What follows belongs to an exercise in optimizing a design on an open flow for small area, a short achievable clock period and few clock cycles; a production flow would make more cautious choices. The RTL was checked by simulation tests, not by an equivalence proof against the original design. No driver is modelled on the clock port, so clocking that relies on it looks cheaper here than on a real chip. No activity file was given, so power comes from the tool's default toggle rates.

== v6 ==
==> flow/design.v <==
`timescale 1ns / 1ps
module Top(
    input clk,
    input rst,
    output [8:0] imem_addr,
    input  [8:0] imem_data,
    output [17:0] dmem_addr,
    input  [8:0]  dmem_rdata,
    output        dmem_we,
    output [8:0]  dmem_wdata,
    output        done
);
localparam DS = 3;             
localparam DN = 18 / DS;       
localparam O_LDACR = 4'd0, O_LOAD = 4'd1, O_STORER = 4'd2, O_STACR = 4'd3,
           O_ADD = 4'd4, O_SUB = 4'd5, O_MUL = 4'd6, O_DIV = 4'd7,
           O_IMM = 4'd8, O_MULR = 4'd9, O_LDAC = 4'd10;
localparam C_NOP = 3'd0, C_INC = 3'd1, C_DEC = 3'd2, C_EXIT = 3'd3,
           C_JLSB = 3'd4, C_JNLSB = 3'd5, C_JNNEG = 3'd6, C_MULTI = 3'd7;
reg        rq;                 
reg [8:0]  pc, iw;
reg [1:0]  k;
reg [3:0]  op;
reg [17:0] ac, mar;
reg        c0, c17;            
reg        we, dn;
reg        ld;                 
reg        dvb;                
reg        mlb;                
reg [4:0]  cnt;
reg [17:0] r1, r2, r3, r4, r5, r6, r7, r8;
assign imem_addr  = pc;
assign dmem_addr  = mar;
assign dmem_we    = we;
assign dmem_wdata = ac[8:0];
assign done       = dn;
reg [2:0] c1;
reg [1:0] n1;
reg [3:0] mc;
always @* begin
    c1 = C_NOP; n1 = 2'd0; mc = O_LDACR;
    case (iw)
        9'd4:  begin c1 = C_MULTI; mc = O_LDAC;   end
        9'd11: begin c1 = C_MULTI; mc = O_LDACR;  end
        9'd18: begin c1 = C_MULTI; mc = O_LOAD;   end
        9'd22: begin c1 = C_MULTI; mc = O_STORER; end
        9'd25: begin c1 = C_MULTI; mc = O_STACR;  end
        9'd30: begin c1 = C_INC; n1 = 2'd1; end
        9'd32: begin c1 = C_INC; n1 = 2'd2; end
        9'd34: begin c1 = C_INC; n1 = 2'd3; end
        9'd36: begin c1 = C_DEC; n1 = 2'd1; end
        9'd38: begin c1 = C_DEC; n1 = 2'd2; end
        9'd40: begin c1 = C_DEC; n1 = 2'd3; end
        9'd42: begin c1 = C_MULTI; mc = O_ADD;  end
        9'd46: begin c1 = C_MULTI; mc = O_SUB;  end
        9'd50: begin c1 = C_MULTI; mc = O_MUL;  end
        9'd53: begin c1 = C_MULTI; mc = O_DIV;  end
        9'd56: begin c1 = C_MULTI; mc = O_IMM;  end
        9'd59: begin c1 = C_MULTI; mc = O_MULR; end
        9'd63: c1 = C_JLSB;
        9'd67: c1 = C_JNLSB;
        9'd71: c1 = C_JNNEG;
        9'd75: c1 = C_EXIT;
        default: c1 = C_NOP;
    endcase
end
reg [17:0] rd;
always @* begin
    case (iw[2:0])
        3'd0: rd = r8;
        3'd1: rd = r1;
        3'd2: rd = r2;
        3'd3: rd = r3;
        3'd4: rd = r4;
        3'd5: rd = r5;
        3'd6: rd = r6;
        default: rd = r7;
    endcase
end
wire busy  = ld | dvb;                     
wire k1x   = (k == 2'd1) && (c1 != C_MULTI);
wire needx = k1x || (k == 2'd2) || (k == 2'd3);
wire isj   = (k == 2'd1) && (c1 == C_JLSB || c1 == C_JNLSB || c1 == C_JNNEG);
wire jt    = (c1 == C_JLSB)  ? ~c0 :
             (c1 == C_JNLSB) ?  c0 : ~c17;
wire x1    = k1x && !busy;                        
wire x2    = (k == 2'd2) && !busy && !mlb;         
wire x3    = (k == 2'd3) && !busy;                 
wire ismul = (op == O_MUL) || (op == O_MULR);
wire        mfirst = x2 && ismul;
wire        mact   = mfirst || mlb;
wire [17:0] msrc   = (op == O_MULR) ? rd : {9'd0, iw};
wire [17:0] msh    = msrc >> cnt;
wire        mlast  = mlb ? (msh[17:1] == 17'd0) : (msrc[17:2] == 16'd0);
wire        sub = (k == 2'd1) ? (c1 == C_DEC) : (op == O_SUB && !mlb);
wire        xz  = mlb ? 1'b0 :
                  (k == 2'd1) ? 1'b0 :
                  (op == O_LOAD || op == O_IMM || op == O_STACR) ? 1'b1 :
                  ismul ? ~msrc[0] : 1'b0;
reg  [17:0] addy;
always @* begin
    if (mlb)                    addy = msh[0] ? mar : 18'd0;
    else if (k == 2'd1)         addy = {16'd0, n1};
    else case (op)
        O_ADD, O_SUB, O_LOAD, O_STACR: addy = rd;
        O_IMM:                  addy = {9'd0, iw};
        O_MUL, O_MULR:          addy = msrc[1] ? {ac[16:0], 1'b0} : 18'd0;
        default:                addy = 18'd0;         
    endcase
end
wire [17:0] addx = xz ? 18'd0 : ac;
wire [17:0] sum  = addx + (sub ? ~addy : addy) + {17'd0, sub};
wire        dfirst = x2 && (op == O_DIV);
wire [8:0]  dv     = dvb ? mar[8:0] : iw;
reg  [8:0]  drem;
reg  [17:0] dq;
reg  [9:0]  dt;
integer i;
always @* begin
    drem = dvb ? mar[17:9] : 9'd0;
    dq   = ac;
    for (i = 0; i < DS; i = i + 1) begin
        dt = {drem, dq[17]};
        if (dt >= {1'b0, dv}) begin
            drem = dt[8:0] - dv;
            dq   = {dq[16:0], 1'b1};
        end else begin
            drem = dt[8:0];
            dq   = {dq[16:0], 1'b0};
        end
    end
end
wire dlast = (cnt == DN - 1);
wire halt = (k == 2'd1) && (c1 == C_EXIT);
wire adv  = !(needx && busy) && !halt && !(mact && !mlast);
wire [17:0] rwd = ac & {18{~rq}};
wire        rwr = x2 && (op == O_STORER);
always @(posedge clk) begin
    if (rq || (rwr && iw[2:0] == 3'd1)) r1 <= rwd;
    if (rq || (rwr && iw[2:0] == 3'd2)) r2 <= rwd;
    if (rq || (rwr && iw[2:0] == 3'd3)) r3 <= rwd;
    if (rq || (rwr && iw[2:0] == 3'd4)) r4 <= rwd;
    if (rq || (rwr && iw[2:0] == 3'd5)) r5 <= rwd;
    if (rq || (rwr && iw[2:0] == 3'd6)) r6 <= rwd;
    if (rq || (rwr && iw[2:0] == 3'd7)) r7 <= rwd;
    if (rq || (rwr && iw[2:0] == 3'd0)) r8 <= rwd;
end
always @(posedge clk) begin
    rq <= rst;
    if (rq) begin
        pc <= 9'd0; k <= 2'd0;
        ac <= 18'd0; c0 <= 1'b0; c17 <= 1'b0;
        we <= 1'b0; dn <= 1'b0; ld <= 1'b0;
        dvb <= 1'b0; mlb <= 1'b0; cnt <= 5'd0;
    end else begin
        we <= 1'b0;
        ld <= 1'b0;
        if (adv) begin
            iw <= imem_data;
            if (isj) begin
                pc <= jt ? imem_data : pc + 9'd1;
                k  <= 2'd0;
            end else begin
                pc <= pc + 9'd1;
                if (k == 2'd1 && c1 == C_MULTI) begin
                    k  <= 2'd2;
                    op <= mc;
                end else if (k == 2'd2 && op == O_LDAC)
                    k <= 2'd3;
                else
                    k <= 2'd1;
            end
        end
        if (x1) begin
            if (c1 == C_INC || c1 == C_DEC) begin
                ac <= sum; c0 <= sum[0]; c17 <= sum[17];
            end
            if (c1 == C_EXIT) dn <= 1'b1;
        end
        if (x2) begin
            case (op)
                O_LOAD, O_ADD, O_SUB, O_IMM, O_MUL, O_MULR:
                          begin ac <= sum; c0 <= sum[0]; c17 <= sum[17]; end
                O_STORER: begin c0 <= sum[0]; c17 <= sum[17]; end
                O_STACR:  begin mar <= rd; we <= 1'b1; c0 <= sum[0]; c17 <= sum[17]; end
                O_LDACR:  begin mar <= rd; ld <= 1'b1; end
                O_LDAC:   mar[8:0] <= iw;
                default: ;
            endcase
        end
        if (x3) begin
            mar[17:9] <= iw;
            ld <= 1'b1;
        end
        if (ld) begin
            ac <= {9'd0, dmem_rdata}; c0 <= dmem_rdata[0]; c17 <= 1'b0;
        end
        if (mlb) begin
            ac <= sum; c0 <= sum[0]; c17 <= sum[17];
        end
        if (mact) begin
            if (mlast) begin
                mlb <= 1'b0; cnt <= 5'd0;
            end else begin
                mar <= mlb ? {mar[16:0], 1'b0} : {ac[15:0], 2'b00};
                mlb <= 1'b1; cnt <= mlb ? cnt + 5'd1 : 5'd2;
            end
        end
        if (dfirst || dvb) begin
            ac <= dq;
            if (dlast) begin
                c0 <= dq[0]; c17 <= dq[17];
                dvb <= 1'b0; cnt <= 5'd0;
            end else begin
                mar <= {drem, dv};
                dvb <= 1'b1; cnt <= cnt + 5'd1;
            end
        end
    end
end
endmodule
Settings: LEC_CHECK=0, CAP_MARGIN=20, CORE_MARGIN=2, CORE_UTILIZATION=40, SLEW_MARGIN=20; clock period 74.0 ns.
standard.sh (not shown) runs the stock make flow with config.mk's settings and CLKGATE_MAP_FILE= SYNTH_SCRIPT=/design/flow/synth_recipe.tcl, a recipe that flattens the netlist after the stock synthesis.
==> flow/flow/run.sh <==
#!/bin/bash
# The standard layout (standard.sh) with these changes:
#  - synthesis: flow/synth.tcl, the standard synthesis script with ABC mapping
#    the combinational logic for area (flow/abc_area.script); adders are left
#    to ABC (no full/half adder cell mapping, no Kogge-Stone carry trees),
#  - the port buffers are buf_2 cells,
#  - after CTS, flow/outputs.tcl makes the registers that drive output ports
#    faster (larger drive strength, or internal loads moved behind a buffer),
#  - optional clock tree settings from flow/cts.env.
# The make output goes to flow.log; ORFS keeps each step's log in orfs/logs.
set -euo pipefail
here=$(pwd)
export MY_ABC_SCRIPT="$here/flow/abc_area.script"
export ADDER_MAP_FILE=
export SYNTH_OPERATIONS_ARGS="-nofsm"
export BUFFER_PORTS_ARGS="-buffer_cell sky130_fd_sc_hd__buf_2"
export POST_CTS_TCL="$here/flow/outputs.tcl"
if [[ -f flow/cts.env ]]; then source flow/cts.env; fi
sed "s#SYNTH_SCRIPT=[^ ]*#SYNTH_SCRIPT=$here/flow/synth.tcl#" standard.sh > own.sh
bash own.sh > flow.log 2>&1
Other scripts of this flow, unchanged in this note and not shown: flow/flow/abc_area.script, flow/flow/cts.env, flow/flow/outputs.tcl, flow/flow/synth.tcl
Testbench counts of v6, summed over its fixed seeds: cycles 157,379.
Edits applied to the flow inputs when going from v6 to v7:
-- flow/design.v --
<<< v6, line 65
    endcase
end
reg [17:0] rd;
always @* begin
    case (iw[2:0])
        3'd0: rd = r8;
        3'd1: rd = r1;
        3'd2: rd = r2;
        3'd3: rd = r3;
        3'd4: rd = r4;
        3'd5: rd = r5;
        3'd6: rd = r6;
        default: rd = r7;
    endcase
end
wire busy  = ld | dvb;                     
wire k1x   = (k == 2'd1) && (c1 != C_MULTI);
>>> v7, line 65
    endcase
end
wire [7:0]  rsel = 8'd1 << iw[2:0];
wire [17:0] rd = ({18{rsel[0]}} & r8) | ({18{rsel[1]}} & r1) |
                 ({18{rsel[2]}} & r2) | ({18{rsel[3]}} & r3) |
                 ({18{rsel[4]}} & r4) | ({18{rsel[5]}} & r5) |
                 ({18{rsel[6]}} & r6) | ({18{rsel[7]}} & r7);
wire busy  = ld | dvb;                     
wire k1x   = (k == 2'd1) && (c1 != C_MULTI);
<<< v6, line 96
wire        xz  = mlb ? 1'b0 :
                  (k == 2'd1) ? 1'b0 :
                  (op == O_LOAD || op == O_IMM || op == O_STACR) ? 1'b1 :
                  ismul ? ~msrc[0] : 1'b0;
reg  [17:0] addy;
>>> v7, line 88
wire        xz  = mlb ? 1'b0 :
                  (k == 2'd1) ? 1'b0 :
                  (op == O_LOAD || op == O_IMM || op == O_STACR ||
                   op == O_LDACR || (op == O_LDAC && k == 2'd2)) ? 1'b1 :
                  ismul ? ~msrc[0] : 1'b0;
reg  [17:0] addy;
<<< v6, line 103
    else if (k == 2'd1)         addy = {16'd0, n1};
    else case (op)
        O_ADD, O_SUB, O_LOAD, O_STACR: addy = rd;
        O_IMM:                  addy = {9'd0, iw};
        O_MUL, O_MULR:          addy = msrc[1] ? {ac[16:0], 1'b0} : 18'd0;
        default:                addy = 18'd0;         
>>> v7, line 96
    else if (k == 2'd1)         addy = {16'd0, n1};
    else case (op)
        O_ADD, O_SUB, O_LOAD, O_STACR, O_LDACR: addy = rd;
        O_IMM:                  addy = {9'd0, iw};
        O_LDAC:                 addy = (k == 2'd2) ? {9'd0, iw} : {iw, 9'd0};
        O_MUL, O_MULR:          addy = msrc[1] ? {ac[16:0], 1'b0} : 18'd0;
        default:                addy = 18'd0;         
<<< v6, line 113
wire        dfirst = x2 && (op == O_DIV);
wire [8:0]  dv     = dvb ? mar[8:0] : iw;
reg  [8:0]  drem;
reg  [17:0] dq;
reg  [9:0]  dt;
integer i;
always @* begin
    drem = dvb ? mar[17:9] : 9'd0;
    dq   = ac;
    for (i = 0; i < DS; i = i + 1) begin
        dt = {drem, dq[17]};
        if (dt >= {1'b0, dv}) begin
            drem = dt[8:0] - dv;
            dq   = {dq[16:0], 1'b1};
        end else begin
            drem = dt[8:0];
            dq   = {dq[16:0], 1'b0};
        end
    end
end
wire dlast = (cnt == DN - 1);
wire halt = (k == 2'd1) && (c1 == C_EXIT);
wire adv  = !(needx && busy) && !halt && !(mact && !mlast);
>>> v7, line 107
wire        dfirst = x2 && (op == O_DIV);
wire [8:0]  dv     = dvb ? mar[8:0] : iw;
wire        dz12   = (ac[17:6] == 12'd0);
wire        dz6    = (ac[17:12] == 6'd0);
wire [17:0] dskip  = dz12 ? {ac[5:0], 12'd0} : dz6 ? {ac[11:0], 6'd0} : ac;
wire [4:0]  dcnt0  = dz12 ? 5'd1 + 12 / DS : dz6 ? 5'd1 + 6 / DS : 5'd1;
reg  [8:0]  drem;
reg  [17:0] dq;
reg  [9:0]  dt;
reg  [10:0] dd;
integer i;
always @* begin
    drem = dvb ? mar[17:9] : 9'd0;
    dq   = dvb ? ac : dskip;
    for (i = 0; i < DS; i = i + 1) begin
        dt = {drem, dq[17]};
        dd = {1'b0, dt} - {2'b00, dv};         
        drem = dd[10] ? dt[8:0] : dd[8:0];
        dq   = {dq[16:0], ~dd[10]};
    end
end
wire dlast = dvb ? (cnt == DN - 1) : (dz12 && DN == 12 / DS + 1);
wire halt = (k == 2'd1) && (c1 == C_EXIT);
wire adv  = !(needx && busy) && !halt && !(mact && !mlast);
<<< v6, line 183
                          begin ac <= sum; c0 <= sum[0]; c17 <= sum[17]; end
                O_STORER: begin c0 <= sum[0]; c17 <= sum[17]; end
                O_STACR:  begin mar <= rd; we <= 1'b1; c0 <= sum[0]; c17 <= sum[17]; end
                O_LDACR:  begin mar <= rd; ld <= 1'b1; end
                O_LDAC:   mar[8:0] <= iw;
                default: ;
            endcase
        end
        if (x3) begin
            mar[17:9] <= iw;
            ld <= 1'b1;
        end
>>> v7, line 178
                          begin ac <= sum; c0 <= sum[0]; c17 <= sum[17]; end
                O_STORER: begin c0 <= sum[0]; c17 <= sum[17]; end
                O_STACR:  begin mar <= sum; we <= 1'b1; c0 <= sum[0]; c17 <= sum[17]; end
                O_LDACR:  begin mar <= sum; ld <= 1'b1; end
                O_LDAC:   ac <= sum;           
                default: ;
            endcase
        end
        if (x3) begin                      
            mar <= sum;
            ld <= 1'b1;
        end
<<< v6, line 214
            end else begin
                mar <= {drem, dv};
                dvb <= 1'b1; cnt <= cnt + 5'd1;
            end
        end
>>> v7, line 209
            end else begin
                mar <= {drem, dv};
                dvb <= 1'b1; cnt <= dvb ? cnt + 5'd1 : dcnt0;
            end
        end
Notes after the runs:
- v7 was carried through to the last stage, and its layout satisfied the timing, design-rule and antenna checks.
- Routed wire length in v7 is 630 um higher than in v6
- Comparing v7 against v6, there is no change at all in number of antenna violations at the first check in global routing.
- [v7] worst path setup slack after routing rose 8.5 ps relative to v6
- Looking at endpoint of the most critical setup path, the dmem_addr[15] result is from v6; the dmem_addr[13] one comes from v7.
- Diff v6 -> v7: leakage power of the design fell by about 3.6%, die area rose by about 0.9%, time the worst path needs with I/O delays and setup fell by 8.5 ps, worst slew margin relative to its limit fell by 6.2 points, average cell area after synthesis rose by 0.62%.
- From v6 to v7 the numbers moved as follows: slew of the pin with the lowest slew margin rose 87 ps; share of the clock period used by the worst path after layout about even; via total after detailed routing up 122.
Testbench counts of v7, summed over its fixed seeds: cycles 151,713.

[re-timing with driven ports]
Ports are ideal in the flow. The routed layouts listed here were re-timed in OpenROAD.
Step 1: set_driving_cell puts a clkbuf_16 on clk and a buf_2 on each other input, an assumption about the parent block.
Step 2 also shifts input and output timing later by t, the mid clock arrival at the registers, as if the neighbouring blocks saw the same clock.
a / b / c = ideal / step 1 / step 2; a / b = the first two.
| run | shift t [ns] | slack for setup (ns) | worst setup path at the end | clock arrival spread, ns |
|---|---|---|---|---|
| v6 | 0.535 | 58.103 / 58.052 / 58.518 | input to register | 0.032 / 0.032 |
| v7 | 0.527 | 58.111 / 58.059 / 58.403 | input to register | 0.029 / 0.028 |
After both steps setup and hold are still met in every run listed.
